What follows belongs to an exercise in optimizing a design on an open flow for small area, a short achievable clock period and few clock cycles per item; a production flow would make more cautious choices. The RTL was checked by simulation tests, not by an equivalence proof against the original design.

Design cipher, start of the top module:
module cipher(
    input wire clk_in,
    input wire rst_in,
    input wire start,
    input wire [127:0] block_in,
    input wire [127:0] key_in,
    output logic [127:0] result_out,
    output logic valid_out
);
    logic [127:0] state;
    logic [127:0] round_key;
    logic [3:0] count;
    function automatic [7:0] byte_at(input [127:0] x, input integer r, input integer c);
        byte_at = x[127 - 8 * (4 * r + c) -: 8];
    endfunction
    function automatic [7:0] xtime(input [7:0] a);
        xtime = {a[6:0], 1'b0} ^ (a[7] ? 8'h1b : 8'h00);
    endfunction
    logic [7:0] rcon;
    always_comb begin
        case (count)
            4'd1: rcon = 8'h02;
            4'd2: rcon = 8'h04;
            4'd3: rcon = 8'h08;
            4'd4: rcon = 8'h10;
            4'd5: rcon = 8'h20;
            4'd6: rcon = 8'h40;
            4'd7: rcon = 8'h80;
            4'd8: rcon = 8'h1b;
            4'd9: rcon = 8'h36;
            default: rcon = 8'h01;
        endcase
    end
    logic load;
    logic [127:0] shifted;
    wire [127:0] key_sel = load ? key_in : round_key;
    logic [127:0] next_key;
    logic [127:0] mixed;
    logic [127:0] sbox_in;
    logic [127:0] next_state;
    genvar r, c;
    generate
        for (r = 0; r < 4; r = r + 1) begin : g_shift
            for (c = 0; c < 4; c = c + 1) begin : g_col
                assign shifted[127 - 8 * (4 * r + c) -: 8] = byte_at(state, r, (c + r) % 4);
            end
        end
        for (r = 0; r < 4; r = r + 1) begin : g_key
            wire [7:0] sub;
            aes_sbox ks(.a(byte_at(key_sel, (r + 1) % 4, 3)), .y(sub));
            wire [7:0] t = (r == 0) ? (sub ^ rcon) : sub;
            wire [7:0] k0 = byte_at(key_sel, r, 0);
            wire [7:0] k1 = byte_at(key_sel, r, 1);
            wire [7:0] k2 = byte_at(key_sel, r, 2);
            wire [7:0] k3 = byte_at(key_sel, r, 3);
  ...
export LEC_CHECK = 0
export ABC_AREA = 1
export CAP_MARGIN = 30
export CORE_MARGIN = 2
export CORE_UTILIZATION = 42
export SETUP_SLACK_MARGIN = 3.8
export SLEW_MARGIN = 40
create_clock -name core_clock -period 7.0 [get_ports {clk_in}]
standard.sh (not shown) runs the stock make flow with config.mk's settings and CLKGATE_MAP_FILE= SYNTH_SCRIPT=/design/flow/synth_recipe.tcl, a recipe that flattens the netlist after the stock synthesis.
==> flow/flow/run.sh <==
#!/bin/bash
# The standard layout (standard.sh) with two changes to how it is made:
#  - synthesis does not extract half and full adders (ADDER_MAP_FILE left empty): the
#    design has no arithmetic, and the extracted ha/fa cells are larger and slower than
#    the XOR/NAND logic ABC maps otherwise;
#  - the port buffers that placement inserts on every input and output are buf_2 cells
#    instead of the slow delay buffers buffer_ports picks by default.
set -euo pipefail
cd "$(dirname "$0")/.."
W=$PWD
sed -e 's#^\(make .*\) "\${@:-finish}"$#\1 ADDER_MAP_FILE= "BUFFER_PORTS_ARGS=-buffer_cell sky130_fd_sc_hd__buf_2" "${@:-finish}"#' standard.sh > standard_custom.sh
grep -q 'ADDER_MAP_FILE= "BUFFER_PORTS_ARGS' standard_custom.sh
bash standard_custom.sh finish > "$W/flow_make.log" 2>&1
test -s out/final.def
Testbench counts at the start, summed over its fixed seeds: cycles 2,816, blocks 256.
Change:
==> flow/flow/run.sh (replaced) <==
#!/bin/bash
# The standard layout (standard.sh), except that synthesis does not extract half and full
# adders (ADDER_MAP_FILE left empty): the design has no arithmetic, and the extracted
# ha/fa cells are larger and slower than the XOR/NAND logic ABC maps otherwise.
set -euo pipefail
cd "$(dirname "$0")/.."
W=$PWD
sed -e 's#^\(make .*\) "\${@:-finish}"$#\1 ADDER_MAP_FILE= "${@:-finish}"#' standard.sh > standard_noadders.sh
grep -q 'ADDER_MAP_FILE= ' standard_noadders.sh
bash standard_noadders.sh finish > "$W/flow_make.log" 2>&1
test -s out/final.def
CORE_UTILIZATION = 65   (was 42)
SETUP_SLACK_MARGIN = 3.5   (was 3.8)
After rerunning: The changed run ended with an error in global routing on GRT-0232; area after synthesis is unchanged; synthesized cell count is unchanged.
Change:
==> flow/flow/run.sh (replaced) <==
#!/bin/bash
# The standard layout (standard.sh) with two changes to how it is made:
#  - synthesis does not extract half and full adders (ADDER_MAP_FILE left empty): the
#    design has no arithmetic, and the extracted ha/fa cells are larger and slower than
#    the XOR/NAND logic ABC maps otherwise;
#  - the port buffers that placement inserts on every input and output are buf_2 cells
#    instead of the slow delay buffers buffer_ports picks by default.
set -euo pipefail
cd "$(dirname "$0")/.."
W=$PWD
sed -e 's#^\(make .*\) "\${@:-finish}"$#\1 ADDER_MAP_FILE= "BUFFER_PORTS_ARGS=-buffer_cell sky130_fd_sc_hd__buf_2" "${@:-finish}"#' standard.sh > standard_custom.sh
grep -q 'ADDER_MAP_FILE= "BUFFER_PORTS_ARGS' standard_custom.sh
bash standard_custom.sh finish > "$W/flow_make.log" 2>&1
test -s out/final.def
CORE_UTILIZATION = 45   (was 65)
SETUP_SLACK_MARGIN = 3.6   (was 3.5)
Result: With this change the flow produced a clean layout; area after synthesis is unchanged; synthesized cell count does not change.

## afterwards: timing with drivers on the ports
In the flow no input, the clock included, has a driving cell. The finished layouts below were timed again as built, in two steps.
Step 1 (the two cells are an assumption about what drives the block):
set clk [get_ports {clk_in}]
set_driving_cell -lib_cell sky130_fd_sc_hd__clkbuf_16 $clk
set_driving_cell -lib_cell sky130_fd_sc_hd__buf_2 [delete_from_list [all_inputs] $clk]
Step 2, shift: input delay + t, output delay - t, t = (earliest + latest rising clock arrival at the registers) / 2. This alone moves slack from input paths to output paths.
Three values: ideal, step 1, step 2; two values: the first two.
run | t, ns | setup slack, ns | worst slew at a driven data input, ns
the first run | 0.780 | 3.493 / 3.493 / 2.821 | 0.21
the third run | 0.766 | 3.316 / 3.316 / 2.796 | 0.36
After both steps every run listed still meets setup and hold. The setup slack of the first run, which loses most, moves by 0.000 ns with the drivers and by -0.672 ns with both steps.
